What follows belongs to an exercise in optimizing a design on an open flow for small area and a short achievable clock period; a production flow would make more cautious choices. Function was checked by simulation only, so behaviour that the tests miss may differ from the original. Power is estimated from default activity; no workload was simulated.

==> flow/design.v <==
module CPU(clock,reset,MemData,MemOut,rd,wr,PC,IR,MBR,AC,MAR,SR);
input clock;
input reset;
input signed [15:0] MemData;
output reg signed [15:0] MemOut;
output reg [10:0] PC,MAR;
output reg signed [15:0] IR,MBR;
output signed [15:0] AC;
output reg wr,rd;
output [3:0] SR;    
reg [2:0] state;
reg signed [15:0] ACr;      
reg [3:0] SRr;
reg accSel;                 
wire [3:0] op = IR[15:12];
wire       m  = IR[11];
wire        ld   = (op == 4'h1);
wire        sub  = (op == 4'h4);
wire        ls   = ld | (op == 4'h3) | sub;   
wire        mul  = (op == 4'h5);
wire        dv   = (op == 4'h6);
wire        sa   = ACr[15];
wire [15:0] lorA;
assign lorA[0] = 1'b0;
genvar ga;
generate
  for (ga = 1; ga < 16; ga = ga + 1) begin : la
    assign lorA[ga] = |ACr[ga-1:0];
  end
endgenerate
wire [15:0] absa = {16{dv}} & (ACr ^ ({16{sa}} & lorA));
reg  [15:0] absAr;
always @(posedge clock) absAr <= absa;
wire [15:0] d1, B1c;
wire        cin1;
wire [4:0] s3_r, s3_q;
cpu_s3 u_s3(.MemData(MemData), .IRlo(IR[11:0]), .dv(dv), .sub(sub), .absAr(absAr),
            .ACr(ACr), .d1(d1), .cin1(cin1), .B1c(B1c), .r_out(s3_r), .q_out(s3_q));
reg [15:0] B1r;
reg        cinr, d1s;
always @(posedge clock)
  if (state == 3'd3) begin
    B1r <= B1c; cinr <= cin1; d1s <= d1[15];
  end
reg [4:0] p1r, p1q;
always @(posedge clock) begin
  p1r <= s3_r;
  p1q <= s3_q;
end
wire [13:0] s4_r;
wire [8:0] s4_q;
cpu_s4 u_s4(.p1r(p1r), .absAr(absAr), .ACr(ACr), .B1r(B1r), .cinr(cinr), .dv(dv),
            .r_out(s4_r), .q_out(s4_q));
reg [13:0] p2r;
reg [13:0] p2q;
always @(posedge clock) begin
  p2r <= s4_r;
  p2q <= {p1q, s4_q};
end
wire [15:0] res;
wire [3:0]  resf;
cpu_s0 u_s0(.p2r(p2r), .p2q(p2q), .absAr(absAr), .ACr(ACr), .SRr(SRr), .accSel(accSel),
            .B1r(B1r), .cinr(cinr), .d1s(d1s), .dv(dv), .mul(mul), .ls(ls), .ld(ld), .sub(sub),
            .res(res), .resf(resf), .AC(AC), .SR(SR));
always @(posedge clock) begin
  if (reset) begin
    PC <= 0; MAR <= 0; IR <= 0; MBR <= 0; ACr <= 0; MemOut <= 0; SRr <= 0;
    rd <= 1; wr <= 0;
    accSel <= 0;
    state <= 0;
  end else
  case (state)
  0: begin
    rd <= 1; wr <= 0;
    MAR <= PC;
    if (accSel) begin
      ACr <= res;
      SRr <= resf;
    end
    accSel <= 0;
    state <= 1;
  end
  1: begin
    rd <= 1; wr <= 0;
    IR <= MemData;
    PC <= PC + 1'b1;
    state <= 2;
  end
  2: begin
    if (m) MAR <= IR[10:0];
    state <= 3;
  end
  3: begin
    state <= 4;
    case (op)
      4'h1, 4'h3, 4'h4, 4'h5, 4'h6: MBR <= d1;
      4'h2: begin MBR <= ACr; rd <= 0; wr <= 1; end
      4'h7: begin PC <= MAR; state <= 0; end
      4'h8: if (SRr[3]) begin PC <= MAR; state <= 0; end
      default: ;
    endcase
  end
  4: begin
    state <= 0;
    case (op)
      4'h2: MemOut <= MBR;
      4'h1, 4'h3, 4'h4, 4'h5, 4'h6: accSel <= 1'b1;
      default: ;
    endcase
  end
  default: state <= 0;
  endcase
end
endmodule
module cpu_s3(input [15:0] MemData, input [11:0] IRlo, input dv, input sub,
              input [15:0] absAr, input [15:0] ACr,
              output [15:0] d1, output cin1, output [15:0] B1c,
              output [4:0] r_out, output [4:0] q_out);
assign d1   = IRlo[11] ? MemData : {5'b0, IRlo[10:0]};    
assign cin1 = (dv & ~d1[15]) | sub;
assign B1c  = d1 ^ {16{cin1}};
wire w1 = absAr[15] & B1c[0];
wire w2 = absAr[15] | B1c[0];
wire w3 = w1 | (w2 & cin1);
wire w4 = w2 & 1'b0;
wire w5 = w3 & (d1[15] ? (&d1[15:1]) : ~(|d1[15:1]));
wire w6 = dv ? w5 : ACr[15];
wire [0:0] r7;
assign r7[0] = absAr[15] ^ (w6 & (B1c[0] ^ cin1));
wire w8 = absAr[14] & B1c[0];
wire w9 = absAr[14] | B1c[0];
wire w10 = r7[0] & B1c[1];
wire w11 = r7[0] | B1c[1];
wire w12 = w8 | (w9 & cin1);
wire w13 = w9 & 1'b0;
wire w14 = w10 | (w11 & w12);
wire w15 = w11 & w13;
wire w16 = w14 & (d1[15] ? (&d1[15:2]) : ~(|d1[15:2]));
wire w17 = dv ? w16 : ACr[14];
wire [1:0] r18;
assign r18[0] = absAr[14] ^ (w17 & (B1c[0] ^ cin1));
assign r18[1] = r7[0] ^ (w17 & (B1c[1] ^ w12));
wire w19 = absAr[13] & B1c[0];
wire w20 = absAr[13] | B1c[0];
wire w21 = r18[0] & B1c[1];
wire w22 = r18[0] | B1c[1];
wire w23 = r18[1] & B1c[2];
wire w24 = r18[1] | B1c[2];
wire w25 = w19 | (w20 & cin1);
wire w26 = w20 & 1'b0;
wire w27 = w23 | (w24 & w21);
wire w28 = w24 & w22;
wire w29 = w21 | (w22 & w25);
wire w30 = w22 & w26;
wire w31 = w27 | (w28 & w25);
wire w32 = w28 & w26;
wire w33 = w31 & (d1[15] ? (&d1[15:3]) : ~(|d1[15:3]));
wire w34 = dv ? w33 : ACr[13];
wire [2:0] r35;
assign r35[0] = absAr[13] ^ (w34 & (B1c[0] ^ cin1));
assign r35[1] = r18[0] ^ (w34 & (B1c[1] ^ w25));
assign r35[2] = r18[1] ^ (w34 & (B1c[2] ^ w29));
wire w36 = absAr[12] & B1c[0];
wire w37 = absAr[12] | B1c[0];
wire w38 = r35[0] & B1c[1];
wire w39 = r35[0] | B1c[1];
wire w40 = r35[1] & B1c[2];
wire w41 = r35[1] | B1c[2];
wire w42 = r35[2] & B1c[3];
wire w43 = r35[2] | B1c[3];
wire w44 = w36 | (w37 & cin1);
wire w45 = w37 & 1'b0;
wire w46 = w40 | (w41 & w38);
wire w47 = w41 & w39;
wire w48 = w38 | (w39 & w44);
wire w49 = w39 & w45;
wire w50 = w46 | (w47 & w44);
wire w51 = w47 & w45;
wire w52 = w42 | (w43 & w50);
wire w53 = w43 & w51;
wire w54 = w52 & (d1[15] ? (&d1[15:4]) : ~(|d1[15:4]));
wire w55 = dv ? w54 : ACr[12];
wire [3:0] r56;
assign r56[0] = absAr[12] ^ (w55 & (B1c[0] ^ cin1));
assign r56[1] = r35[0] ^ (w55 & (B1c[1] ^ w44));
assign r56[2] = r35[1] ^ (w55 & (B1c[2] ^ w48));
assign r56[3] = r35[2] ^ (w55 & (B1c[3] ^ w50));
wire w57 = absAr[11] & B1c[0];
wire w58 = absAr[11] | B1c[0];
wire w59 = r56[0] & B1c[1];
wire w60 = r56[0] | B1c[1];
wire w61 = r56[1] & B1c[2];
wire w62 = r56[1] | B1c[2];
wire w63 = r56[2] & B1c[3];
wire w64 = r56[2] | B1c[3];
wire w65 = r56[3] & B1c[4];
wire w66 = r56[3] | B1c[4];
wire w67 = w57 | (w58 & cin1);
wire w68 = w58 & 1'b0;
wire w69 = w61 | (w62 & w59);
wire w70 = w62 & w60;
wire w71 = w65 | (w66 & w63);
wire w72 = w66 & w64;
wire w73 = w59 | (w60 & w67);
wire w74 = w60 & w68;
wire w75 = w69 | (w70 & w67);
wire w76 = w70 & w68;
wire w77 = w63 | (w64 & w75);
wire w78 = w64 & w76;
wire w79 = w71 | (w72 & w75);
wire w80 = w72 & w76;
wire w81 = w79 & (d1[15] ? (&d1[15:5]) : ~(|d1[15:5]));
wire w82 = dv ? w81 : ACr[11];
wire [4:0] r83;
assign r83[0] = absAr[11] ^ (w82 & (B1c[0] ^ cin1));
assign r83[1] = r56[0] ^ (w82 & (B1c[1] ^ w67));
assign r83[2] = r56[1] ^ (w82 & (B1c[2] ^ w73));
assign r83[3] = r56[2] ^ (w82 & (B1c[3] ^ w75));
assign r83[4] = r56[3] ^ (w82 & (B1c[4] ^ w77));
assign r_out = r83;
assign q_out = {w5, w16, w33, w54, w81};
endmodule
module cpu_s4(input [4:0] p1r, input [15:0] absAr, input [15:0] ACr,
              input [15:0] B1r, input cinr, input dv,
              output [13:0] r_out, output [8:0] q_out);
wire w84 = absAr[10] & B1r[0];
wire w85 = absAr[10] | B1r[0];
wire w86 = p1r[0] & B1r[1];
wire w87 = p1r[0] | B1r[1];
wire w88 = p1r[1] & B1r[2];
wire w89 = p1r[1] | B1r[2];
wire w90 = p1r[2] & B1r[3];
wire w91 = p1r[2] | B1r[3];
wire w92 = p1r[3] & B1r[4];
wire w93 = p1r[3] | B1r[4];
wire w94 = p1r[4] & B1r[5];
wire w95 = p1r[4] | B1r[5];
wire w96 = w84 | (w85 & cinr);
wire w97 = w85 & 1'b0;
wire w98 = w88 | (w89 & w86);
wire w99 = w89 & w87;
wire w100 = w92 | (w93 & w90);
wire w101 = w93 & w91;
wire w102 = w86 | (w87 & w96);
wire w103 = w87 & w97;
wire w104 = w98 | (w99 & w96);
wire w105 = w99 & w97;
wire w106 = w94 | (w95 & w100);
wire w107 = w95 & w101;
wire w108 = w90 | (w91 & w104);
wire w109 = w91 & w105;
wire w110 = w100 | (w101 & w104);
wire w111 = w101 & w105;
wire w112 = w106 | (w107 & w104);
wire w113 = w107 & w105;
wire w114 = w112 & (&B1r[15:6]);
wire w115 = dv ? w114 : ACr[10];
wire [5:0] r116;
assign r116[0] = absAr[10] ^ (w115 & (B1r[0] ^ cinr));
assign r116[1] = p1r[0] ^ (w115 & (B1r[1] ^ w96));
assign r116[2] = p1r[1] ^ (w115 & (B1r[2] ^ w102));
assign r116[3] = p1r[2] ^ (w115 & (B1r[3] ^ w104));
assign r116[4] = p1r[3] ^ (w115 & (B1r[4] ^ w108));
assign r116[5] = p1r[4] ^ (w115 & (B1r[5] ^ w110));
wire w117 = absAr[9] & B1r[0];
wire w118 = absAr[9] | B1r[0];
wire w119 = r116[0] & B1r[1];
wire w120 = r116[0] | B1r[1];
wire w121 = r116[1] & B1r[2];
wire w122 = r116[1] | B1r[2];
wire w123 = r116[2] & B1r[3];
wire w124 = r116[2] | B1r[3];
wire w125 = r116[3] & B1r[4];
wire w126 = r116[3] | B1r[4];
wire w127 = r116[4] & B1r[5];
wire w128 = r116[4] | B1r[5];
wire w129 = r116[5] & B1r[6];
wire w130 = r116[5] | B1r[6];
wire w131 = w117 | (w118 & cinr);
wire w132 = w118 & 1'b0;
wire w133 = w121 | (w122 & w119);
wire w134 = w122 & w120;
wire w135 = w125 | (w126 & w123);
wire w136 = w126 & w124;
wire w137 = w129 | (w130 & w127);
wire w138 = w130 & w128;
wire w139 = w119 | (w120 & w131);
wire w140 = w120 & w132;
wire w141 = w133 | (w134 & w131);
wire w142 = w134 & w132;
wire w143 = w127 | (w128 & w135);
wire w144 = w128 & w136;
wire w145 = w137 | (w138 & w135);
wire w146 = w138 & w136;
wire w147 = w123 | (w124 & w141);
wire w148 = w124 & w142;
wire w149 = w135 | (w136 & w141);
wire w150 = w136 & w142;
wire w151 = w143 | (w144 & w141);
wire w152 = w144 & w142;
wire w153 = w145 | (w146 & w141);
wire w154 = w146 & w142;
wire w155 = w153 & (&B1r[15:7]);
wire w156 = dv ? w155 : ACr[9];
wire [6:0] r157;
assign r157[0] = absAr[9] ^ (w156 & (B1r[0] ^ cinr));
assign r157[1] = r116[0] ^ (w156 & (B1r[1] ^ w131));
assign r157[2] = r116[1] ^ (w156 & (B1r[2] ^ w139));
assign r157[3] = r116[2] ^ (w156 & (B1r[3] ^ w141));
assign r157[4] = r116[3] ^ (w156 & (B1r[4] ^ w147));
assign r157[5] = r116[4] ^ (w156 & (B1r[5] ^ w149));
assign r157[6] = r116[5] ^ (w156 & (B1r[6] ^ w151));
wire w158 = absAr[8] & B1r[0];
wire w159 = absAr[8] | B1r[0];
wire w160 = r157[0] & B1r[1];
wire w161 = r157[0] | B1r[1];
wire w162 = r157[1] & B1r[2];
wire w163 = r157[1] | B1r[2];
wire w164 = r157[2] & B1r[3];
wire w165 = r157[2] | B1r[3];
wire w166 = r157[3] & B1r[4];
wire w167 = r157[3] | B1r[4];
wire w168 = r157[4] & B1r[5];
wire w169 = r157[4] | B1r[5];
wire w170 = r157[5] & B1r[6];
wire w171 = r157[5] | B1r[6];
wire w172 = r157[6] & B1r[7];
wire w173 = r157[6] | B1r[7];
wire w174 = w158 | (w159 & cinr);
wire w175 = w159 & 1'b0;
wire w176 = w162 | (w163 & w160);
wire w177 = w163 & w161;
wire w178 = w166 | (w167 & w164);
wire w179 = w167 & w165;
wire w180 = w170 | (w171 & w168);
wire w181 = w171 & w169;
wire w182 = w160 | (w161 & w174);
wire w183 = w161 & w175;
wire w184 = w176 | (w177 & w174);
wire w185 = w177 & w175;
wire w186 = w168 | (w169 & w178);
wire w187 = w169 & w179;
wire w188 = w180 | (w181 & w178);
wire w189 = w181 & w179;
wire w190 = w164 | (w165 & w184);
wire w191 = w165 & w185;
wire w192 = w178 | (w179 & w184);
wire w193 = w179 & w185;
wire w194 = w186 | (w187 & w184);
wire w195 = w187 & w185;
wire w196 = w188 | (w189 & w184);
wire w197 = w189 & w185;
wire w198 = w172 | (w173 & w196);
wire w199 = w173 & w197;
wire w200 = w198 & (&B1r[15:8]);
wire w201 = dv ? w200 : ACr[8];
wire [7:0] r202;
assign r202[0] = absAr[8] ^ (w201 & (B1r[0] ^ cinr));
assign r202[1] = r157[0] ^ (w201 & (B1r[1] ^ w174));
assign r202[2] = r157[1] ^ (w201 & (B1r[2] ^ w182));
assign r202[3] = r157[2] ^ (w201 & (B1r[3] ^ w184));
assign r202[4] = r157[3] ^ (w201 & (B1r[4] ^ w190));
assign r202[5] = r157[4] ^ (w201 & (B1r[5] ^ w192));
assign r202[6] = r157[5] ^ (w201 & (B1r[6] ^ w194));
assign r202[7] = r157[6] ^ (w201 & (B1r[7] ^ w196));
wire w203 = absAr[7] & B1r[0];
wire w204 = absAr[7] | B1r[0];
wire w205 = r202[0] & B1r[1];
wire w206 = r202[0] | B1r[1];
wire w207 = r202[1] & B1r[2];
wire w208 = r202[1] | B1r[2];
wire w209 = r202[2] & B1r[3];
wire w210 = r202[2] | B1r[3];
wire w211 = r202[3] & B1r[4];
wire w212 = r202[3] | B1r[4];
wire w213 = r202[4] & B1r[5];
wire w214 = r202[4] | B1r[5];
wire w215 = r202[5] & B1r[6];
wire w216 = r202[5] | B1r[6];
wire w217 = r202[6] & B1r[7];
wire w218 = r202[6] | B1r[7];
wire w219 = r202[7] & B1r[8];
wire w220 = r202[7] | B1r[8];
wire w221 = w203 | (w204 & cinr);
wire w222 = w204 & 1'b0;
wire w223 = w207 | (w208 & w205);
wire w224 = w208 & w206;
wire w225 = w211 | (w212 & w209);
wire w226 = w212 & w210;
wire w227 = w215 | (w216 & w213);
wire w228 = w216 & w214;
wire w229 = w219 | (w220 & w217);
wire w230 = w220 & w218;
wire w231 = w205 | (w206 & w221);
wire w232 = w206 & w222;
wire w233 = w223 | (w224 & w221);
wire w234 = w224 & w222;
wire w235 = w213 | (w214 & w225);
wire w236 = w214 & w226;
wire w237 = w227 | (w228 & w225);
wire w238 = w228 & w226;
wire w239 = w209 | (w210 & w233);
wire w240 = w210 & w234;
wire w241 = w225 | (w226 & w233);
wire w242 = w226 & w234;
wire w243 = w235 | (w236 & w233);
wire w244 = w236 & w234;
wire w245 = w237 | (w238 & w233);
wire w246 = w238 & w234;
wire w247 = w217 | (w218 & w245);
wire w248 = w218 & w246;
wire w249 = w229 | (w230 & w245);
wire w250 = w230 & w246;
wire w251 = w249 & (&B1r[15:9]);
wire w252 = dv ? w251 : ACr[7];
wire [8:0] r253;
assign r253[0] = absAr[7] ^ (w252 & (B1r[0] ^ cinr));
assign r253[1] = r202[0] ^ (w252 & (B1r[1] ^ w221));
assign r253[2] = r202[1] ^ (w252 & (B1r[2] ^ w231));
assign r253[3] = r202[2] ^ (w252 & (B1r[3] ^ w233));
assign r253[4] = r202[3] ^ (w252 & (B1r[4] ^ w239));
assign r253[5] = r202[4] ^ (w252 & (B1r[5] ^ w241));
assign r253[6] = r202[5] ^ (w252 & (B1r[6] ^ w243));
assign r253[7] = r202[6] ^ (w252 & (B1r[7] ^ w245));
assign r253[8] = r202[7] ^ (w252 & (B1r[8] ^ w247));
wire w254 = absAr[6] & B1r[0];
wire w255 = absAr[6] | B1r[0];
wire w256 = r253[0] & B1r[1];
wire w257 = r253[0] | B1r[1];
wire w258 = r253[1] & B1r[2];
wire w259 = r253[1] | B1r[2];
wire w260 = r253[2] & B1r[3];
wire w261 = r253[2] | B1r[3];
wire w262 = r253[3] & B1r[4];
wire w263 = r253[3] | B1r[4];
wire w264 = r253[4] & B1r[5];
wire w265 = r253[4] | B1r[5];
wire w266 = r253[5] & B1r[6];
wire w267 = r253[5] | B1r[6];
wire w268 = r253[6] & B1r[7];
wire w269 = r253[6] | B1r[7];
wire w270 = r253[7] & B1r[8];
wire w271 = r253[7] | B1r[8];
wire w272 = r253[8] & B1r[9];
wire w273 = r253[8] | B1r[9];
wire w274 = w254 | (w255 & cinr);
wire w275 = w255 & 1'b0;
wire w276 = w258 | (w259 & w256);
wire w277 = w259 & w257;
wire w278 = w262 | (w263 & w260);
wire w279 = w263 & w261;
wire w280 = w266 | (w267 & w264);
wire w281 = w267 & w265;
wire w282 = w270 | (w271 & w268);
wire w283 = w271 & w269;
wire w284 = w256 | (w257 & w274);
wire w285 = w257 & w275;
wire w286 = w276 | (w277 & w274);
wire w287 = w277 & w275;
wire w288 = w264 | (w265 & w278);
wire w289 = w265 & w279;
wire w290 = w280 | (w281 & w278);
wire w291 = w281 & w279;
wire w292 = w272 | (w273 & w282);
wire w293 = w273 & w283;
wire w294 = w260 | (w261 & w286);
wire w295 = w261 & w287;
wire w296 = w278 | (w279 & w286);
wire w297 = w279 & w287;
wire w298 = w288 | (w289 & w286);
wire w299 = w289 & w287;
wire w300 = w290 | (w291 & w286);
wire w301 = w291 & w287;
wire w302 = w268 | (w269 & w300);
wire w303 = w269 & w301;
wire w304 = w282 | (w283 & w300);
wire w305 = w283 & w301;
wire w306 = w292 | (w293 & w300);
wire w307 = w293 & w301;
wire w308 = w306 & (&B1r[15:10]);
wire w309 = dv ? w308 : ACr[6];
wire [9:0] r310;
assign r310[0] = absAr[6] ^ (w309 & (B1r[0] ^ cinr));
assign r310[1] = r253[0] ^ (w309 & (B1r[1] ^ w274));
assign r310[2] = r253[1] ^ (w309 & (B1r[2] ^ w284));
assign r310[3] = r253[2] ^ (w309 & (B1r[3] ^ w286));
assign r310[4] = r253[3] ^ (w309 & (B1r[4] ^ w294));
assign r310[5] = r253[4] ^ (w309 & (B1r[5] ^ w296));
assign r310[6] = r253[5] ^ (w309 & (B1r[6] ^ w298));
assign r310[7] = r253[6] ^ (w309 & (B1r[7] ^ w300));
assign r310[8] = r253[7] ^ (w309 & (B1r[8] ^ w302));
assign r310[9] = r253[8] ^ (w309 & (B1r[9] ^ w304));
wire w311 = absAr[5] & B1r[0];
wire w312 = absAr[5] | B1r[0];
wire w313 = r310[0] & B1r[1];
wire w314 = r310[0] | B1r[1];
wire w315 = r310[1] & B1r[2];
wire w316 = r310[1] | B1r[2];
wire w317 = r310[2] & B1r[3];
wire w318 = r310[2] | B1r[3];
wire w319 = r310[3] & B1r[4];
wire w320 = r310[3] | B1r[4];
wire w321 = r310[4] & B1r[5];
wire w322 = r310[4] | B1r[5];
wire w323 = r310[5] & B1r[6];
wire w324 = r310[5] | B1r[6];
wire w325 = r310[6] & B1r[7];
wire w326 = r310[6] | B1r[7];
wire w327 = r310[7] & B1r[8];
wire w328 = r310[7] | B1r[8];
wire w329 = r310[8] & B1r[9];
wire w330 = r310[8] | B1r[9];
wire w331 = r310[9] & B1r[10];
wire w332 = r310[9] | B1r[10];
wire w333 = w311 | (w312 & cinr);
wire w334 = w312 & 1'b0;
wire w335 = w315 | (w316 & w313);
wire w336 = w316 & w314;
wire w337 = w319 | (w320 & w317);
wire w338 = w320 & w318;
wire w339 = w323 | (w324 & w321);
wire w340 = w324 & w322;
wire w341 = w327 | (w328 & w325);
wire w342 = w328 & w326;
wire w343 = w331 | (w332 & w329);
wire w344 = w332 & w330;
wire w345 = w313 | (w314 & w333);
wire w346 = w314 & w334;
wire w347 = w335 | (w336 & w333);
wire w348 = w336 & w334;
wire w349 = w321 | (w322 & w337);
wire w350 = w322 & w338;
wire w351 = w339 | (w340 & w337);
wire w352 = w340 & w338;
wire w353 = w329 | (w330 & w341);
wire w354 = w330 & w342;
wire w355 = w343 | (w344 & w341);
wire w356 = w344 & w342;
wire w357 = w317 | (w318 & w347);
wire w358 = w318 & w348;
wire w359 = w337 | (w338 & w347);
wire w360 = w338 & w348;
wire w361 = w349 | (w350 & w347);
wire w362 = w350 & w348;
wire w363 = w351 | (w352 & w347);
wire w364 = w352 & w348;
wire w365 = w325 | (w326 & w363);
wire w366 = w326 & w364;
wire w367 = w341 | (w342 & w363);
wire w368 = w342 & w364;
wire w369 = w353 | (w354 & w363);
wire w370 = w354 & w364;
wire w371 = w355 | (w356 & w363);
wire w372 = w356 & w364;
wire w373 = w371 & (&B1r[15:11]);
wire w374 = dv ? w373 : ACr[5];
wire [10:0] r375;
assign r375[0] = absAr[5] ^ (w374 & (B1r[0] ^ cinr));
assign r375[1] = r310[0] ^ (w374 & (B1r[1] ^ w333));
assign r375[2] = r310[1] ^ (w374 & (B1r[2] ^ w345));
assign r375[3] = r310[2] ^ (w374 & (B1r[3] ^ w347));
assign r375[4] = r310[3] ^ (w374 & (B1r[4] ^ w357));
assign r375[5] = r310[4] ^ (w374 & (B1r[5] ^ w359));
assign r375[6] = r310[5] ^ (w374 & (B1r[6] ^ w361));
assign r375[7] = r310[6] ^ (w374 & (B1r[7] ^ w363));
assign r375[8] = r310[7] ^ (w374 & (B1r[8] ^ w365));
assign r375[9] = r310[8] ^ (w374 & (B1r[9] ^ w367));
assign r375[10] = r310[9] ^ (w374 & (B1r[10] ^ w369));
wire w376 = absAr[4] & B1r[0];
wire w377 = absAr[4] | B1r[0];
wire w378 = r375[0] & B1r[1];
wire w379 = r375[0] | B1r[1];
wire w380 = r375[1] & B1r[2];
wire w381 = r375[1] | B1r[2];
wire w382 = r375[2] & B1r[3];
wire w383 = r375[2] | B1r[3];
wire w384 = r375[3] & B1r[4];
wire w385 = r375[3] | B1r[4];
wire w386 = r375[4] & B1r[5];
wire w387 = r375[4] | B1r[5];
wire w388 = r375[5] & B1r[6];
wire w389 = r375[5] | B1r[6];
wire w390 = r375[6] & B1r[7];
wire w391 = r375[6] | B1r[7];
wire w392 = r375[7] & B1r[8];
wire w393 = r375[7] | B1r[8];
wire w394 = r375[8] & B1r[9];
wire w395 = r375[8] | B1r[9];
wire w396 = r375[9] & B1r[10];
wire w397 = r375[9] | B1r[10];
wire w398 = r375[10] & B1r[11];
wire w399 = r375[10] | B1r[11];
wire w400 = w376 | (w377 & cinr);
wire w401 = w377 & 1'b0;
wire w402 = w380 | (w381 & w378);
wire w403 = w381 & w379;
wire w404 = w384 | (w385 & w382);
wire w405 = w385 & w383;
wire w406 = w388 | (w389 & w386);
wire w407 = w389 & w387;
wire w408 = w392 | (w393 & w390);
wire w409 = w393 & w391;
wire w410 = w396 | (w397 & w394);
wire w411 = w397 & w395;
wire w412 = w378 | (w379 & w400);
wire w413 = w379 & w401;
wire w414 = w402 | (w403 & w400);
wire w415 = w403 & w401;
wire w416 = w386 | (w387 & w404);
wire w417 = w387 & w405;
wire w418 = w406 | (w407 & w404);
wire w419 = w407 & w405;
wire w420 = w394 | (w395 & w408);
wire w421 = w395 & w409;
wire w422 = w410 | (w411 & w408);
wire w423 = w411 & w409;
wire w424 = w382 | (w383 & w414);
wire w425 = w383 & w415;
wire w426 = w404 | (w405 & w414);
wire w427 = w405 & w415;
wire w428 = w416 | (w417 & w414);
wire w429 = w417 & w415;
wire w430 = w418 | (w419 & w414);
wire w431 = w419 & w415;
wire w432 = w398 | (w399 & w422);
wire w433 = w399 & w423;
wire w434 = w390 | (w391 & w430);
wire w435 = w391 & w431;
wire w436 = w408 | (w409 & w430);
wire w437 = w409 & w431;
wire w438 = w420 | (w421 & w430);
wire w439 = w421 & w431;
wire w440 = w422 | (w423 & w430);
wire w441 = w423 & w431;
wire w442 = w432 | (w433 & w430);
wire w443 = w433 & w431;
wire w444 = w442 & (&B1r[15:12]);
wire w445 = dv ? w444 : ACr[4];
wire [11:0] r446;
assign r446[0] = absAr[4] ^ (w445 & (B1r[0] ^ cinr));
assign r446[1] = r375[0] ^ (w445 & (B1r[1] ^ w400));
assign r446[2] = r375[1] ^ (w445 & (B1r[2] ^ w412));
assign r446[3] = r375[2] ^ (w445 & (B1r[3] ^ w414));
assign r446[4] = r375[3] ^ (w445 & (B1r[4] ^ w424));
assign r446[5] = r375[4] ^ (w445 & (B1r[5] ^ w426));
assign r446[6] = r375[5] ^ (w445 & (B1r[6] ^ w428));
assign r446[7] = r375[6] ^ (w445 & (B1r[7] ^ w430));
assign r446[8] = r375[7] ^ (w445 & (B1r[8] ^ w434));
assign r446[9] = r375[8] ^ (w445 & (B1r[9] ^ w436));
assign r446[10] = r375[9] ^ (w445 & (B1r[10] ^ w438));
assign r446[11] = r375[10] ^ (w445 & (B1r[11] ^ w440));
wire w447 = absAr[3] & B1r[0];
wire w448 = absAr[3] | B1r[0];
wire w449 = r446[0] & B1r[1];
wire w450 = r446[0] | B1r[1];
wire w451 = r446[1] & B1r[2];
wire w452 = r446[1] | B1r[2];
wire w453 = r446[2] & B1r[3];
wire w454 = r446[2] | B1r[3];
wire w455 = r446[3] & B1r[4];
wire w456 = r446[3] | B1r[4];
wire w457 = r446[4] & B1r[5];
wire w458 = r446[4] | B1r[5];
wire w459 = r446[5] & B1r[6];
wire w460 = r446[5] | B1r[6];
wire w461 = r446[6] & B1r[7];
wire w462 = r446[6] | B1r[7];
wire w463 = r446[7] & B1r[8];
wire w464 = r446[7] | B1r[8];
wire w465 = r446[8] & B1r[9];
wire w466 = r446[8] | B1r[9];
wire w467 = r446[9] & B1r[10];
wire w468 = r446[9] | B1r[10];
wire w469 = r446[10] & B1r[11];
wire w470 = r446[10] | B1r[11];
wire w471 = r446[11] & B1r[12];
wire w472 = r446[11] | B1r[12];
wire w473 = w447 | (w448 & cinr);
wire w474 = w448 & 1'b0;
wire w475 = w451 | (w452 & w449);
wire w476 = w452 & w450;
wire w477 = w455 | (w456 & w453);
wire w478 = w456 & w454;
wire w479 = w459 | (w460 & w457);
wire w480 = w460 & w458;
wire w481 = w463 | (w464 & w461);
wire w482 = w464 & w462;
wire w483 = w467 | (w468 & w465);
wire w484 = w468 & w466;
wire w485 = w471 | (w472 & w469);
wire w486 = w472 & w470;
wire w487 = w449 | (w450 & w473);
wire w488 = w450 & w474;
wire w489 = w475 | (w476 & w473);
wire w490 = w476 & w474;
wire w491 = w457 | (w458 & w477);
wire w492 = w458 & w478;
wire w493 = w479 | (w480 & w477);
wire w494 = w480 & w478;
wire w495 = w465 | (w466 & w481);
wire w496 = w466 & w482;
wire w497 = w483 | (w484 & w481);
wire w498 = w484 & w482;
wire w499 = w453 | (w454 & w489);
wire w500 = w454 & w490;
wire w501 = w477 | (w478 & w489);
wire w502 = w478 & w490;
wire w503 = w491 | (w492 & w489);
wire w504 = w492 & w490;
wire w505 = w493 | (w494 & w489);
wire w506 = w494 & w490;
wire w507 = w469 | (w470 & w497);
wire w508 = w470 & w498;
wire w509 = w485 | (w486 & w497);
wire w510 = w486 & w498;
wire w511 = w461 | (w462 & w505);
wire w512 = w462 & w506;
wire w513 = w481 | (w482 & w505);
wire w514 = w482 & w506;
wire w515 = w495 | (w496 & w505);
wire w516 = w496 & w506;
wire w517 = w497 | (w498 & w505);
wire w518 = w498 & w506;
wire w519 = w507 | (w508 & w505);
wire w520 = w508 & w506;
wire w521 = w509 | (w510 & w505);
wire w522 = w510 & w506;
wire w523 = w521 & (&B1r[15:13]);
wire w524 = dv ? w523 : ACr[3];
wire [12:0] r525;
assign r525[0] = absAr[3] ^ (w524 & (B1r[0] ^ cinr));
assign r525[1] = r446[0] ^ (w524 & (B1r[1] ^ w473));
assign r525[2] = r446[1] ^ (w524 & (B1r[2] ^ w487));
assign r525[3] = r446[2] ^ (w524 & (B1r[3] ^ w489));
assign r525[4] = r446[3] ^ (w524 & (B1r[4] ^ w499));
assign r525[5] = r446[4] ^ (w524 & (B1r[5] ^ w501));
assign r525[6] = r446[5] ^ (w524 & (B1r[6] ^ w503));
assign r525[7] = r446[6] ^ (w524 & (B1r[7] ^ w505));
assign r525[8] = r446[7] ^ (w524 & (B1r[8] ^ w511));
assign r525[9] = r446[8] ^ (w524 & (B1r[9] ^ w513));
assign r525[10] = r446[9] ^ (w524 & (B1r[10] ^ w515));
assign r525[11] = r446[10] ^ (w524 & (B1r[11] ^ w517));
assign r525[12] = r446[11] ^ (w524 & (B1r[12] ^ w519));
wire w526 = absAr[2] & B1r[0];
wire w527 = absAr[2] | B1r[0];
wire w528 = r525[0] & B1r[1];
wire w529 = r525[0] | B1r[1];
wire w530 = r525[1] & B1r[2];
wire w531 = r525[1] | B1r[2];
wire w532 = r525[2] & B1r[3];
wire w533 = r525[2] | B1r[3];
wire w534 = r525[3] & B1r[4];
wire w535 = r525[3] | B1r[4];
wire w536 = r525[4] & B1r[5];
wire w537 = r525[4] | B1r[5];
wire w538 = r525[5] & B1r[6];
wire w539 = r525[5] | B1r[6];
wire w540 = r525[6] & B1r[7];
wire w541 = r525[6] | B1r[7];
wire w542 = r525[7] & B1r[8];
wire w543 = r525[7] | B1r[8];
wire w544 = r525[8] & B1r[9];
wire w545 = r525[8] | B1r[9];
wire w546 = r525[9] & B1r[10];
wire w547 = r525[9] | B1r[10];
wire w548 = r525[10] & B1r[11];
wire w549 = r525[10] | B1r[11];
wire w550 = r525[11] & B1r[12];
wire w551 = r525[11] | B1r[12];
wire w552 = r525[12] & B1r[13];
wire w553 = r525[12] | B1r[13];
wire w554 = w526 | (w527 & cinr);
wire w555 = w527 & 1'b0;
wire w556 = w530 | (w531 & w528);
wire w557 = w531 & w529;
wire w558 = w534 | (w535 & w532);
wire w559 = w535 & w533;
wire w560 = w538 | (w539 & w536);
wire w561 = w539 & w537;
wire w562 = w542 | (w543 & w540);
wire w563 = w543 & w541;
wire w564 = w546 | (w547 & w544);
wire w565 = w547 & w545;
wire w566 = w550 | (w551 & w548);
wire w567 = w551 & w549;
wire w568 = w528 | (w529 & w554);
wire w569 = w529 & w555;
wire w570 = w556 | (w557 & w554);
wire w571 = w557 & w555;
wire w572 = w536 | (w537 & w558);
wire w573 = w537 & w559;
wire w574 = w560 | (w561 & w558);
wire w575 = w561 & w559;
wire w576 = w544 | (w545 & w562);
wire w577 = w545 & w563;
wire w578 = w564 | (w565 & w562);
wire w579 = w565 & w563;
wire w580 = w552 | (w553 & w566);
wire w581 = w553 & w567;
wire w582 = w532 | (w533 & w570);
wire w583 = w533 & w571;
wire w584 = w558 | (w559 & w570);
wire w585 = w559 & w571;
wire w586 = w572 | (w573 & w570);
wire w587 = w573 & w571;
wire w588 = w574 | (w575 & w570);
wire w589 = w575 & w571;
wire w590 = w548 | (w549 & w578);
wire w591 = w549 & w579;
wire w592 = w566 | (w567 & w578);
wire w593 = w567 & w579;
wire w594 = w580 | (w581 & w578);
wire w595 = w581 & w579;
wire w596 = w540 | (w541 & w588);
wire w597 = w541 & w589;
wire w598 = w562 | (w563 & w588);
wire w599 = w563 & w589;
wire w600 = w576 | (w577 & w588);
wire w601 = w577 & w589;
wire w602 = w578 | (w579 & w588);
wire w603 = w579 & w589;
wire w604 = w590 | (w591 & w588);
wire w605 = w591 & w589;
wire w606 = w592 | (w593 & w588);
wire w607 = w593 & w589;
wire w608 = w594 | (w595 & w588);
wire w609 = w595 & w589;
wire w610 = w608 & (&B1r[15:14]);
wire w611 = dv ? w610 : ACr[2];
wire [13:0] r612;
assign r612[0] = absAr[2] ^ (w611 & (B1r[0] ^ cinr));
assign r612[1] = r525[0] ^ (w611 & (B1r[1] ^ w554));
assign r612[2] = r525[1] ^ (w611 & (B1r[2] ^ w568));
assign r612[3] = r525[2] ^ (w611 & (B1r[3] ^ w570));
assign r612[4] = r525[3] ^ (w611 & (B1r[4] ^ w582));
assign r612[5] = r525[4] ^ (w611 & (B1r[5] ^ w584));
assign r612[6] = r525[5] ^ (w611 & (B1r[6] ^ w586));
assign r612[7] = r525[6] ^ (w611 & (B1r[7] ^ w588));
assign r612[8] = r525[7] ^ (w611 & (B1r[8] ^ w596));
assign r612[9] = r525[8] ^ (w611 & (B1r[9] ^ w598));
assign r612[10] = r525[9] ^ (w611 & (B1r[10] ^ w600));
assign r612[11] = r525[10] ^ (w611 & (B1r[11] ^ w602));
assign r612[12] = r525[11] ^ (w611 & (B1r[12] ^ w604));
assign r612[13] = r525[12] ^ (w611 & (B1r[13] ^ w606));
assign r_out = r612;
assign q_out = {w114, w155, w200, w251, w308, w373, w444, w523, w610};
endmodule
module cpu_s0(input [13:0] p2r, input [13:0] p2q, input [15:0] absAr,
              input [15:0] ACr, input [3:0] SRr, input accSel,
              input [15:0] B1r, input cinr, input d1s,
              input dv, input mul, input ls, input ld, input sub,
              output [15:0] res, output [3:0] resf, output [15:0] AC, output [3:0] SR);
wire w613 = absAr[1] & B1r[0];
wire w614 = absAr[1] | B1r[0];
wire w615 = p2r[0] & B1r[1];
wire w616 = p2r[0] | B1r[1];
wire w617 = p2r[1] & B1r[2];
wire w618 = p2r[1] | B1r[2];
wire w619 = p2r[2] & B1r[3];
wire w620 = p2r[2] | B1r[3];
wire w621 = p2r[3] & B1r[4];
wire w622 = p2r[3] | B1r[4];
wire w623 = p2r[4] & B1r[5];
wire w624 = p2r[4] | B1r[5];
wire w625 = p2r[5] & B1r[6];
wire w626 = p2r[5] | B1r[6];
wire w627 = p2r[6] & B1r[7];
wire w628 = p2r[6] | B1r[7];
wire w629 = p2r[7] & B1r[8];
wire w630 = p2r[7] | B1r[8];
wire w631 = p2r[8] & B1r[9];
wire w632 = p2r[8] | B1r[9];
wire w633 = p2r[9] & B1r[10];
wire w634 = p2r[9] | B1r[10];
wire w635 = p2r[10] & B1r[11];
wire w636 = p2r[10] | B1r[11];
wire w637 = p2r[11] & B1r[12];
wire w638 = p2r[11] | B1r[12];
wire w639 = p2r[12] & B1r[13];
wire w640 = p2r[12] | B1r[13];
wire w641 = p2r[13] & B1r[14];
wire w642 = p2r[13] | B1r[14];
wire w643 = w613 | (w614 & cinr);
wire w644 = w614 & 1'b0;
wire w645 = w617 | (w618 & w615);
wire w646 = w618 & w616;
wire w647 = w621 | (w622 & w619);
wire w648 = w622 & w620;
wire w649 = w625 | (w626 & w623);
wire w650 = w626 & w624;
wire w651 = w629 | (w630 & w627);
wire w652 = w630 & w628;
wire w653 = w633 | (w634 & w631);
wire w654 = w634 & w632;
wire w655 = w637 | (w638 & w635);
wire w656 = w638 & w636;
wire w657 = w641 | (w642 & w639);
wire w658 = w642 & w640;
wire w659 = w615 | (w616 & w643);
wire w660 = w616 & w644;
wire w661 = w645 | (w646 & w643);
wire w662 = w646 & w644;
wire w663 = w623 | (w624 & w647);
wire w664 = w624 & w648;
wire w665 = w649 | (w650 & w647);
wire w666 = w650 & w648;
wire w667 = w631 | (w632 & w651);
wire w668 = w632 & w652;
wire w669 = w653 | (w654 & w651);
wire w670 = w654 & w652;
wire w671 = w639 | (w640 & w655);
wire w672 = w640 & w656;
wire w673 = w657 | (w658 & w655);
wire w674 = w658 & w656;
wire w675 = w619 | (w620 & w661);
wire w676 = w620 & w662;
wire w677 = w647 | (w648 & w661);
wire w678 = w648 & w662;
wire w679 = w663 | (w664 & w661);
wire w680 = w664 & w662;
wire w681 = w665 | (w666 & w661);
wire w682 = w666 & w662;
wire w683 = w635 | (w636 & w669);
wire w684 = w636 & w670;
wire w685 = w655 | (w656 & w669);
wire w686 = w656 & w670;
wire w687 = w671 | (w672 & w669);
wire w688 = w672 & w670;
wire w689 = w673 | (w674 & w669);
wire w690 = w674 & w670;
wire w691 = w627 | (w628 & w681);
wire w692 = w628 & w682;
wire w693 = w651 | (w652 & w681);
wire w694 = w652 & w682;
wire w695 = w667 | (w668 & w681);
wire w696 = w668 & w682;
wire w697 = w669 | (w670 & w681);
wire w698 = w670 & w682;
wire w699 = w683 | (w684 & w681);
wire w700 = w684 & w682;
wire w701 = w685 | (w686 & w681);
wire w702 = w686 & w682;
wire w703 = w687 | (w688 & w681);
wire w704 = w688 & w682;
wire w705 = w689 | (w690 & w681);
wire w706 = w690 & w682;
wire w707 = w705 & (&B1r[15:15]);
wire w708 = dv ? w707 : ACr[1];
wire [14:0] r709;
assign r709[0] = absAr[1] ^ (w708 & (B1r[0] ^ cinr));
assign r709[1] = p2r[0] ^ (w708 & (B1r[1] ^ w643));
assign r709[2] = p2r[1] ^ (w708 & (B1r[2] ^ w659));
assign r709[3] = p2r[2] ^ (w708 & (B1r[3] ^ w661));
assign r709[4] = p2r[3] ^ (w708 & (B1r[4] ^ w675));
assign r709[5] = p2r[4] ^ (w708 & (B1r[5] ^ w677));
assign r709[6] = p2r[5] ^ (w708 & (B1r[6] ^ w679));
assign r709[7] = p2r[6] ^ (w708 & (B1r[7] ^ w681));
assign r709[8] = p2r[7] ^ (w708 & (B1r[8] ^ w691));
assign r709[9] = p2r[8] ^ (w708 & (B1r[9] ^ w693));
assign r709[10] = p2r[9] ^ (w708 & (B1r[10] ^ w695));
assign r709[11] = p2r[10] ^ (w708 & (B1r[11] ^ w697));
assign r709[12] = p2r[11] ^ (w708 & (B1r[12] ^ w699));
assign r709[13] = p2r[12] ^ (w708 & (B1r[13] ^ w701));
assign r709[14] = p2r[13] ^ (w708 & (B1r[14] ^ w703));
wire w710 = ls ? (~ld & ACr[0]) : absAr[0];
wire w711 = ls ? (~ld & ACr[1]) : r709[0];
wire w712 = ls ? (~ld & ACr[2]) : r709[1];
wire w713 = ls ? (~ld & ACr[3]) : r709[2];
wire w714 = ls ? (~ld & ACr[4]) : r709[3];
wire w715 = ls ? (~ld & ACr[5]) : r709[4];
wire w716 = ls ? (~ld & ACr[6]) : r709[5];
wire w717 = ls ? (~ld & ACr[7]) : r709[6];
wire w718 = ls ? (~ld & ACr[8]) : r709[7];
wire w719 = ls ? (~ld & ACr[9]) : r709[8];
wire w720 = ls ? (~ld & ACr[10]) : r709[9];
wire w721 = ls ? (~ld & ACr[11]) : r709[10];
wire w722 = ls ? (~ld & ACr[12]) : r709[11];
wire w723 = ls ? (~ld & ACr[13]) : r709[12];
wire w724 = ls ? (~ld & ACr[14]) : r709[13];
wire w725 = ls ? (~ld & ACr[15]) : r709[14];
wire w726 = w710 & B1r[0];
wire w727 = w710 | B1r[0];
wire w728 = w711 & B1r[1];
wire w729 = w711 | B1r[1];
wire w730 = w712 & B1r[2];
wire w731 = w712 | B1r[2];
wire w732 = w713 & B1r[3];
wire w733 = w713 | B1r[3];
wire w734 = w714 & B1r[4];
wire w735 = w714 | B1r[4];
wire w736 = w715 & B1r[5];
wire w737 = w715 | B1r[5];
wire w738 = w716 & B1r[6];
wire w739 = w716 | B1r[6];
wire w740 = w717 & B1r[7];
wire w741 = w717 | B1r[7];
wire w742 = w718 & B1r[8];
wire w743 = w718 | B1r[8];
wire w744 = w719 & B1r[9];
wire w745 = w719 | B1r[9];
wire w746 = w720 & B1r[10];
wire w747 = w720 | B1r[10];
wire w748 = w721 & B1r[11];
wire w749 = w721 | B1r[11];
wire w750 = w722 & B1r[12];
wire w751 = w722 | B1r[12];
wire w752 = w723 & B1r[13];
wire w753 = w723 | B1r[13];
wire w754 = w724 & B1r[14];
wire w755 = w724 | B1r[14];
wire w756 = w725 & B1r[15];
wire w757 = w725 | B1r[15];
wire w758 = w726 | (w727 & cinr);
wire w759 = w727 & 1'b0;
wire w760 = w730 | (w731 & w728);
wire w761 = w731 & w729;
wire w762 = w734 | (w735 & w732);
wire w763 = w735 & w733;
wire w764 = w738 | (w739 & w736);
wire w765 = w739 & w737;
wire w766 = w742 | (w743 & w740);
wire w767 = w743 & w741;
wire w768 = w746 | (w747 & w744);
wire w769 = w747 & w745;
wire w770 = w750 | (w751 & w748);
wire w771 = w751 & w749;
wire w772 = w754 | (w755 & w752);
wire w773 = w755 & w753;
wire w774 = w728 | (w729 & w758);
wire w775 = w729 & w759;
wire w776 = w760 | (w761 & w758);
wire w777 = w761 & w759;
wire w778 = w736 | (w737 & w762);
wire w779 = w737 & w763;
wire w780 = w764 | (w765 & w762);
wire w781 = w765 & w763;
wire w782 = w744 | (w745 & w766);
wire w783 = w745 & w767;
wire w784 = w768 | (w769 & w766);
wire w785 = w769 & w767;
wire w786 = w752 | (w753 & w770);
wire w787 = w753 & w771;
wire w788 = w772 | (w773 & w770);
wire w789 = w773 & w771;
wire w790 = w732 | (w733 & w776);
wire w791 = w733 & w777;
wire w792 = w762 | (w763 & w776);
wire w793 = w763 & w777;
wire w794 = w778 | (w779 & w776);
wire w795 = w779 & w777;
wire w796 = w780 | (w781 & w776);
wire w797 = w781 & w777;
wire w798 = w748 | (w749 & w784);
wire w799 = w749 & w785;
wire w800 = w770 | (w771 & w784);
wire w801 = w771 & w785;
wire w802 = w786 | (w787 & w784);
wire w803 = w787 & w785;
wire w804 = w788 | (w789 & w784);
wire w805 = w789 & w785;
wire w806 = w740 | (w741 & w796);
wire w807 = w741 & w797;
wire w808 = w766 | (w767 & w796);
wire w809 = w767 & w797;
wire w810 = w782 | (w783 & w796);
wire w811 = w783 & w797;
wire w812 = w784 | (w785 & w796);
wire w813 = w785 & w797;
wire w814 = w798 | (w799 & w796);
wire w815 = w799 & w797;
wire w816 = w800 | (w801 & w796);
wire w817 = w801 & w797;
wire w818 = w802 | (w803 & w796);
wire w819 = w803 & w797;
wire w820 = w804 | (w805 & w796);
wire w821 = w805 & w797;
wire w822 = w756 | (w757 & w820);
wire w823 = w757 & w821;
wire w824 = w822 & 1'b1;
wire lastc = w822;     
wire w825 = dv ? w824 : (~mul | ACr[0]);
wire [15:0] r826;
assign r826[0] = w710 ^ (w825 & (B1r[0] ^ cinr));
assign r826[1] = w711 ^ (w825 & (B1r[1] ^ w758));
assign r826[2] = w712 ^ (w825 & (B1r[2] ^ w774));
assign r826[3] = w713 ^ (w825 & (B1r[3] ^ w776));
assign r826[4] = w714 ^ (w825 & (B1r[4] ^ w790));
assign r826[5] = w715 ^ (w825 & (B1r[5] ^ w792));
assign r826[6] = w716 ^ (w825 & (B1r[6] ^ w794));
assign r826[7] = w717 ^ (w825 & (B1r[7] ^ w796));
assign r826[8] = w718 ^ (w825 & (B1r[8] ^ w806));
assign r826[9] = w719 ^ (w825 & (B1r[9] ^ w808));
assign r826[10] = w720 ^ (w825 & (B1r[10] ^ w810));
assign r826[11] = w721 ^ (w825 & (B1r[11] ^ w812));
assign r826[12] = w722 ^ (w825 & (B1r[12] ^ w814));
assign r826[13] = w723 ^ (w825 & (B1r[13] ^ w816));
assign r826[14] = w724 ^ (w825 & (B1r[14] ^ w818));
assign r826[15] = w725 ^ (w825 & (B1r[15] ^ w820));
wire [15:0] qu = {p2q, w707, w824};
wire [15:0] prod = r826;             
wire        sa   = ACr[15];
wire        dz   = cinr & (&B1r);           
wire        negq = sa ^ d1s;
wire [15:0] lowor;
assign lowor[0] = 1'b0;
genvar gi;
generate
  for (gi = 1; gi < 16; gi = gi + 1) begin : lo
    assign lowor[gi] = |qu[gi-1:0];
  end
endgenerate
wire [15:0] quot  = dz ? 16'd0 : (qu ^ ({16{negq}} & lowor));
assign      res   = dv ? quot : prod;
wire        resz  = dv ? (dz | ~|qu) : ~|prod;
wire        as_   = ls & ~ld;
wire        resc  = as_ & (lastc ^ sub);
wire        resv  = as_ & (ACr[15] == B1r[15]) & (prod[15] != ACr[15]);
assign      resf  = {resz, res[15], resc, resv};
assign AC = accSel ? res : ACr;
assign SR = accSel ? resf : SRr;
endmodule
==> flow/flow/run.sh <==
#!/bin/bash
set -euo pipefail
MARGIN=$(python3 -c "print(round(${FLOW_PERIOD_NS} - 11, 3))")
bash standard.sh SETUP_SLACK_MARGIN=$MARGIN "BUFFER_PORTS_ARGS=-buffer_cell sky130_fd_sc_hd__buf_1" finish > standard_flow.log 2>&1
==> flow/standard.sh <==
#!/bin/bash
# synth_recipe.tcl (not shown) runs the flow's synth.tcl, then flattens the netlist and writes it again
# the make line also repeats each setting of config.mk as NAME=value (left out here)
make -C /OpenROAD-flow-scripts/flow DESIGN_CONFIG=/design/flow/config.mk WORK_HOME=/design/flow/orfs CLKGATE_MAP_FILE= SYNTH_SCRIPT=/design/flow/synth_recipe.tcl "${@:-finish}"
==> flow/config.mk <==
export PLATFORM = sky130hd
export DESIGN_NAME = CPU
export DESIGN_NICKNAME = CPU
export VERILOG_FILES = /design/flow/design.v
export SDC_FILE = /design/flow/constraint.sdc
export NUM_CORES = 4
export LEC_CHECK = 0
export ABC_AREA = 1
export CAP_MARGIN = 20
export CORE_MARGIN = 2
export CORE_UTILIZATION = 40
export SLEW_MARGIN = 20
export SYNTH_HIERARCHICAL = 1
==> flow/constraint.sdc <==
create_clock -name core_clock -period 32.0 [get_ports {clock}]
set_input_delay 6.4000 -clock core_clock [delete_from_list [all_inputs] [get_ports {clock}]]
set_output_delay 6.4000 -clock core_clock [all_outputs]
set_load 0.01 [all_outputs]
==> results of run 1 <==
[per-module statistics from Yosys, one instance, submodules excluded]
module  flops+latches  cells inside  cell area, µm²
CPU               168           718            6065
cpu_s0              0           691            3293
cpu_s4              0          1294            6260
cpu_s3              0           334            1673
[flip-flops by register name, indices dropped and copies added (netlist names)]
signal / cells
accSel: 1
state: 3
ACr: 16
MBR: 16
rd: 1
p1q: 5
MAR: 11
p2q: 14
B1r: 16
cinr: 1
d1s: 1
MemOut: 16
SRr: 4
IR: 16
wr: 1
absAr: 16
p2r: 14
PC: 11
p1r: 5
[through the flow]
stage	area [µm²]	util (%)	power [W]	cells	hold WS, ns
finish	22430	52.30	0.0005815	3861	0.3204
global route	22430	52.30	0.0006055	3861	0.3416
CTS	19290	44.99	0.0005643	3734	0.3204
detailed placement	17700	41.27	0.0003485	3639	0.3143
global placement	17700	41.27	0.0003469	3639	0.3151
floorplan	17290	-	0.0003186	3037	0.3096
[kinds of logic (layout without fill, tap and decap cells)]
family	count (synthesis)	in the layout	share of synthesized area, %
AND/OR/NAND/NOR	1902	1925	49.53
XOR/XNOR	103	103	5.435
AO/OA/AOI/OAI	332	332	10.23
flip-flops	168	168	20.49
adder cells (fa/ha/maj)	1	1	0.07235
buffers and inverters	531	747	14.23
[critical path: cells and delay by family, from the launching register on]
kind                   cells  cell delay [ns]
flip-flops                 1             0.44
buffers and inverters      4             0.63
AND/OR/NAND/NOR           23             2.30
AO/OA/AOI/OAI              3             0.72
[power breakdown]
| part | internal [W] | switching (W) | total [W] | leakage (nW) |
|---|---|---|---|---|
| Clock | 0.000108 | 0.000104 | 0.000212 | 0.294 |
| Combinational | 0.0000442 | 0.0000992 | 0.000143 | 9.43 |
| Sequential | 0.000219 | 0.00000691 | 0.000226 | 1.38 |
[path summary, 6_finish.rpt]
check / endpoint / slack [ns] / cells after the start
setup / recovery: AC[2] / 21.05 / 30
hold / removal: p2q[9]$_DFF_P_ / 0.32 / 0
setup reg to reg: p2r[4]$_DFF_P_ / 21.39 / 95
hold reg to reg: p2q[9]$_DFF_P_ / 0.32 / 0
[Yosys cell counts (7+ instances only)]
master,instances,area share [%]
a21boi_0,8,0.35
a21oi_1,126,3.6
a31oi_1,8,0.29
and2_1,7,0.25
buf_2,23,0.67
buf_4,29,1.3
buf_6,23,1.5
clkbuf_1,19,0.41
clkinv_1,9,0.20
dfxtp_1,150,17
edfxtp_1,18,3.1
inv_1,366,7.9
inv_2,42,0.91
nand2_1,1094,24
nand2_2,73,2.6
nand2_4,12,0.78
nand3_1,339,9.8
nand3_2,56,3.2
nand3b_1,23,1.0
nand4_1,14,0.51
nor2_1,214,4.6
nor2_2,32,1.2
nor3_1,11,0.32
o21ai_0,111,3.2
o21ai_1,50,1.4
o22ai_1,10,0.36
or2_2,7,0.25
xor2_1,92,4.7
[repair_timing]
action | 4_1_cts | 5_1_grt
cloned | 19 | 8
pin swaps | 27 | 171
buffers inserted | 44 | 119
resized for setup | 95 | 550
setup endpoints to repair | 35 | 34
[cell type report]
| type | instances | area, µm² |
|---|---|---|
| fill | 4351 | 20460 |
| multi-input combinational | 2361 | 13790 |
| sequential | 168 | 3543 |
| timing repair buffer | 296 | 2118 |
| inverter | 419 | 1637 |
| tap | 585 | 732.0 |
| clock buffer | 18 | 439.2 |
| clock inverter | 14 | 166.4 |
[per-layer routing]
metal,part of all wire [%],global-route usage [%]
met1,41,34.10
met2,48,45.52
met3,5.3,2.136
met4,5.5,14.04
met5,0,0
==> run summary, run 1 <==
# TYPE chip_impl_metric gauge
chip_impl_info{name="run_status",value="complete, no violations"} 1
chip_impl_metric{name="place.port_buffers",unit=""} 109
chip_impl_metric{name="syn_to_final_growth",unit="%"} 29.73
chip_impl_metric{name="final_layout_size_suffix_gt1_share",unit="%"} 27.08
chip_impl_metric{name="worst-path-max-fanout",unit=""} 8
chip_impl_metric{name="async_flop_share",unit="%"} 0
chip_impl_metric{name="n_antenna_cell",unit=""} 0
chip_impl_metric{name="synth_sequential_area_ratio",unit="%"} 20.49
chip_impl_info{name="critical_path_class",value="flop to primary output"} 1
chip_impl_metric{name="clock_sinks",unit=""} 168
chip_impl_metric{name="max_cap_violations",unit=""} 0
chip_impl_metric{name="net_count_of_the_finished_layout",unit=""} 3282
chip_impl_info{name="holdCritPathClass",value="flop to flop"} 1
chip_impl_metric{name="postSynthNetCount",unit=""} 3056
chip_impl_metric{name="grt_use_total",unit="%"} 26.89
chip_impl_metric{name="critPathMaxStageDelay",unit="ns"} 0.44
chip_impl_metric{name="first_iter_violations",unit=""} 1534
chip_impl_metric{name="critPathRequiredTime",unit="ns"} 25.60
chip_impl_metric{name="core_region_area",unit="µm²"} 42890
chip_impl_metric{name="setup_total_negative_slack",unit="ns"} 0
chip_impl_metric{name="clkLatencyLatePin",unit="ns"} 0.46
chip_impl_metric{name="hold_violations",unit=""} 0
chip_impl_metric{name="maxSlewHeadroom",unit="%"} 36.85
chip_impl_metric{name="fin_worst_skew",unit="ns"} 0.02012
chip_impl_metric{name="power.density",unit="nW/µm²"} 25.92
chip_impl_metric{name="ys_ff_latch",unit=""} 168
chip_impl_metric{name="grt-ovfl-total",unit=""} 0
chip_impl_metric{name="clk_pin_slew",unit="ns"} 0.07
chip_impl_metric{name="floorplan.die.width",unit="µm"} 211.9
chip_impl_metric{name="floorplan.die.height",unit="µm"} 211.9
chip_impl_metric{name="finalCritPeriodShare",unit="%"} 34.22
chip_impl_metric{name="htreeDepth",unit=""} 4
chip_impl_metric{name="clock_buffer_count_from_cts",unit=""} 17
chip_impl_metric{name="drt-total-wl",unit="µm"} 65230
chip_impl_metric{name="wire_per_inst",unit="µm"} 16.89
chip_impl_info{name="startpoint_type",value="flop"} 1
chip_impl_metric{name="max-clock-path-buffers",unit=""} 2
chip_impl_metric{name="final_critical_path_setup_slack",unit="ns"} 21.05
chip_impl_metric{name="wire_length_of_the_first_global_routing_pass",unit="µm"} 94950
chip_impl_metric{name="peak_freq",unit="MHz"} 91.32
chip_impl_info{name="hold_start",value="p1q[0]$_DFF_P_"} 1
chip_impl_metric{name="cellLeakagePower",unit="nW"} 11.10
chip_impl_metric{name="first_pass_iters",unit=""} 6
chip_impl_metric{name="synthDistinctLibCells",unit=""} 54
chip_impl_metric{name="synthesis.area",unit="µm²"} 17290
chip_impl_metric{name="post_synth_edffs",unit=""} 18
chip_impl_info{name="clock_tree.root_cell",value="clkbuf_16"} 1
chip_impl_metric{name="syn_avg_cell_area",unit="µm²"} 5.693
chip_impl_metric{name="core.rowCount",unit=""} 76
chip_impl_info{name="yosys_most_used_dff",value="dfxtp_1"} 1
chip_impl_metric{name="start_util",unit="%"} 40.32
chip_impl_metric{name="irDropWorstVdd",unit="V"} 0.00004038
chip_impl_metric{name="total_drc_errors_in_the_routed_layout",unit=""} 0
chip_impl_metric{name="hpwl",unit="µm"} 44390
chip_impl_info{name="timing.rr.start",value="cinr$_DFFE_PN_"} 1
chip_impl_metric{name="number_of_antenna_violations_at_the_first_check_in_global_routing",unit=""} 0
chip_impl_info{name="unrepaired_setup_endpoints_after_global_routing",value="yes"} 1
chip_impl_metric{name="timing.final.crit_period",unit="ns"} 10.95
chip_impl_info{name="setup.worst_path.end_class",value="primary output"} 1
chip_impl_info{name="crit_slowest_cell",value="edfxtp_1"} 1
chip_impl_metric{name="route.detailed.vias_per_inst",unit=""} 5.266
chip_impl_metric{name="timing.final.setup_violations",unit=""} 0
chip_impl_metric{name="holdBufCountCts",unit=""} 0
chip_impl_metric{name="synth_cells",unit=""} 3037
chip_impl_metric{name="route.antenna.remaining_nets",unit=""} 0
chip_impl_metric{name="drv_slew",unit=""} 0
chip_impl_metric{name="first_global_vias",unit=""} 17860
chip_impl_metric{name="synth.yosys.warnings",unit=""} 7
chip_impl_metric{name="critPathArrivalTime",unit="ns"} 4.55
chip_impl_metric{name="tightest_slew",unit="ns"} 0.9386
chip_impl_info{name="critPathLaunch",value="B1r[2]$_DFFE_PN_"} 1
chip_impl_metric{name="routed-via-count",unit=""} 20330
chip_impl_metric{name="top_level_port_count",unit=""} 110
chip_impl_info{name="mostFrequentLayoutCell",value="nand2_1"} 1
chip_impl_metric{name="globalplace.congestion",unit=""} 0.9604
chip_impl_info{name="most_frequent_cells_in_the_layout",value="nand2_1, inv_1, nand3_1, nand2_2, nor2_1"} 1
chip_impl_metric{name="die_footprint",unit="µm²"} 44910
chip_impl_metric{name="grt_start_max_net_pins",unit=""} 38
chip_impl_info{name="cts_tree",value="done"} 1
chip_impl_metric{name="preCtsSetupSlack",unit="ns"} 19.42
==> inputs of run 2 (changes only) <==
==> flow/flow/run.sh (replaced) <==
#!/bin/bash
set -euo pipefail
MARGIN=$(python3 -c "print(round(${FLOW_PERIOD_NS} - 12, 3))")
bash standard.sh SETUP_SLACK_MARGIN=$MARGIN "BUFFER_PORTS_ARGS=-buffer_cell sky130_fd_sc_hd__buf_1" finish > standard_flow.log 2>&1
==> run 2 against run 1 <==
Effect of this change:
- largest power group unchanged
- clock skew increased by 0.0014 ns
- global-route usage shrank 1.7 points
- sequential power about the same
- die area is the same
- largest cell class unchanged
- non-clock buffer count decreased by 120
- critical endpoint is now AC[6]
- critical path type unchanged
==> run summary, run 2 <==
# TYPE chip_impl_metric gauge
chip_impl_metric{name="hpwl",unit="µm"} 44390
chip_impl_metric{name="n_antenna_cell",unit=""} 0
chip_impl_metric{name="max_cap_violations",unit=""} 0
chip_impl_info{name="yosysTopAreaCell",value="nand2_1"} 1
chip_impl_metric{name="synth.yosys.warnings",unit=""} 7
chip_impl_metric{name="preCtsSetupSlack",unit="ns"} 19.42
chip_impl_metric{name="final_critical_path_setup_slack",unit="ns"} 20.35
chip_impl_metric{name="first_pass_iters",unit=""} 7
chip_impl_metric{name="yosys.area_share.simple",unit="%"} 49.53
chip_impl_metric{name="place.port_buffers",unit=""} 109
chip_impl_metric{name="clkLatencyLatePin",unit="ns"} 0.46
chip_impl_metric{name="drt-total-wl",unit="µm"} 59120
chip_impl_metric{name="clk_pin_slew",unit="ns"} 0.07
chip_impl_metric{name="finalCritPeriodShare",unit="%"} 36.40
chip_impl_info{name="mostFrequentLayoutCell",value="nand2_1"} 1
chip_impl_metric{name="net-switching-power",unit="W"} 0.0001996
chip_impl_metric{name="globalplace.congestion",unit=""} 0.9604
chip_impl_metric{name="p_int",unit="W"} 0.0003621
chip_impl_metric{name="clock_buffer_count_from_cts",unit=""} 17
chip_impl_info{name="setup.worst_path.end_class",value="primary output"} 1
chip_impl_metric{name="synth_adder_area_share",unit="%"} 0.07236
chip_impl_info{name="run_status",value="complete, no violations"} 1
chip_impl_metric{name="final_layout_size_suffix_gt1_share",unit="%"} 13.00
chip_impl_metric{name="synthDistinctLibCells",unit=""} 54
chip_impl_metric{name="timing.final.crit_period",unit="ns"} 11.65
chip_impl_metric{name="timing.final.setup_violations",unit=""} 0
chip_impl_metric{name="final.hold.worst_slack",unit="ns"} 0.3201
chip_impl_metric{name="first_iter_violations",unit=""} 1421
chip_impl_info{name="unrepaired_setup_endpoints_after_global_routing",value="yes"} 1
chip_impl_metric{name="die_footprint",unit="µm²"} 44910
chip_impl_metric{name="floorplan.die.width",unit="µm"} 211.9
chip_impl_metric{name="grt-ovfl-total",unit=""} 0
chip_impl_metric{name="num-fill-cells",unit=""} 4682
chip_impl_metric{name="synth_sequential_area_ratio",unit="%"} 20.49
chip_impl_info{name="cts_tree",value="done"} 1
chip_impl_metric{name="first_global_vias",unit=""} 17200
chip_impl_info{name="startpoint_type",value="flop"} 1
chip_impl_metric{name="top_level_port_count",unit=""} 110
chip_impl_info{name="crit_slowest_cell",value="a31oi_1"} 1
chip_impl_metric{name="regToRegSetupSlack",unit="ns"} 20.90
chip_impl_metric{name="setup_total_negative_slack",unit="ns"} 0
chip_impl_metric{name="grt_use_total",unit="%"} 25.16
chip_impl_metric{name="post_synth_edffs",unit=""} 18
chip_impl_metric{name="tightest_slew",unit="ns"} 0.9344
chip_impl_info{name="yosys_most_used_dff",value="dfxtp_1"} 1
chip_impl_metric{name="clock_sinks",unit=""} 168
chip_impl_metric{name="comb_power_share",unit="%"} 22.1
chip_impl_metric{name="syn_to_final_growth",unit="%"} 11.51
chip_impl_metric{name="start_util",unit="%"} 40.32
==> run 2: Yosys stat by module (local to each module, per instance) <==
| module | times used | cells |
|---|---|---|
| CPU | 1 | 718 |
| cpu_s0 | 1 | 691 |
| cpu_s3 | 1 | 334 |
| cpu_s4 | 1 | 1294 |
==> run 2: final cells by class <==
type	count	area, µm²	share of cell area (%)
Inverter	419	1607	8.332
Clock inverter	14	166.4	0.8631
Tap cell	585	732.0	3.796
Multi-Input combinational cell	2351	11800	61.22
Sequential cell	168	3543	18.38
Clock buffer	18	439.2	2.278
Timing Repair Buffer	176	989.7	5.133
==> run 2: path summary, 6_finish.rpt <==
kind	to	start	cells past startpoint
worst max register to register	p2r[9]$_DFF_P_	B1r[10]$_DFFE_PN_	95
worst max-delay path	AC[6]	IR[13]$_SDFFE_PP0P_	30
worst min-delay path	p2q[9]$_DFF_P_	p1q[0]$_DFF_P_	0
worst min register to register	p2q[9]$_DFF_P_	p1q[0]$_DFF_P_	0
==> run 2: worst max-delay path: cells and delay by family, from the launching register on <==
kind / cells / cell delay (ns)
AND/OR/NAND/NOR: 20 / 2.41
buffers and inverters: 7 / 1.21
AO/OA/AOI/OAI: 3 / 0.68
flip-flops: 1 / 0.42
==> run 2: timing repair <==
item                       in CTS  in global routing
pin swaps                       0                 24
setup buffers                   8                 39
cloned                          0                 13
setup endpoints to repair      34                 34
gates resized for setup         7                 97
==> run 2: power by group through the flow <==
stage	registers [W]	logic (W)	clock network (W)
finish	0.000226	0.000124	0.000211
global route	0.000227	0.000138	0.000222
CTS	0.000226	0.000118	0.000213
detailed placement	0.000232	0.000116	0
global placement	0.000232	0.000115	0
floorplan	0.000231	0.0000871	0
==> run 2: metal layers <==
| metal | GRT usage [%] | share of wire, % | wire length (µm) |
|---|---|---|---|
| met5 | 0 | 0 | 0 |
| met4 | 13.53 | 5.0 | 2960 |
| met3 | 2.092 | 4.8 | 2839 |
| met2 | 42.69 | 46 | 27430 |
| met1 | 31.62 | 44 | 25890 |
==> run 2: cell families (layout without fill, tap and decap cells) <==
kind of cell / after synthesis / count (layout)
AOI/OAI and AO/OA: 332 / 332
DFF: 168 / 168
xor gates and xnor gates: 103 / 103
adders and majority gates: 1 / 1
and+or+nand+nor: 1902 / 1915
buffers and inverters: 531 / 627
==> run 2: metrics by stage <==
stage / utilization, % / area (µm²) / cells / total power, W
2_1_floorplan: - / 17290 / 3037 / 0.0003186
3_3_place_gp: 41.27 / 17700 / 3639 / 0.0003469
3_5_place_dp: 41.27 / 17700 / 3639 / 0.0003485
4_1_cts: 42.89 / 18400 / 3679 / 0.0005583
5_1_grt: 44.96 / 19280 / 3731 / 0.0005863
6_report: 44.96 / 19280 / 3731 / 0.0005617

separate check: timing with driven ports:
No port has a modelled driver above. Below, the same layouts with a new extraction and two added sets of constraints.
Step 1: set_driving_cell puts a clkbuf_16 on clock and a buf_2 on each other input, an assumption about the parent block.
Step 2 times the ports against the registers' clock, not the clock port: input delays grow and output delays shrink by t, the midpoint of the rising clock arrivals with the driver on.
a / b / c = ideal ports / drivers / drivers and shift; a / b = the first two.
run | shift t [ns] | slack for setup (ns) | latest minus earliest clock arrival (ns) | worst register clock-pin slew, ns | pins driven straight from the clock port
run 1 | 0.504 | 21.049 / 20.997 / 21.387 | 0.020 / 0.020 | 0.08 / 0.08 | 1
run 2 | 0.507 | 20.353 / 20.298 / 20.805 | 0.021 / 0.022 | 0.08 / 0.08 | 1
After both steps every run listed still meets setup and hold.
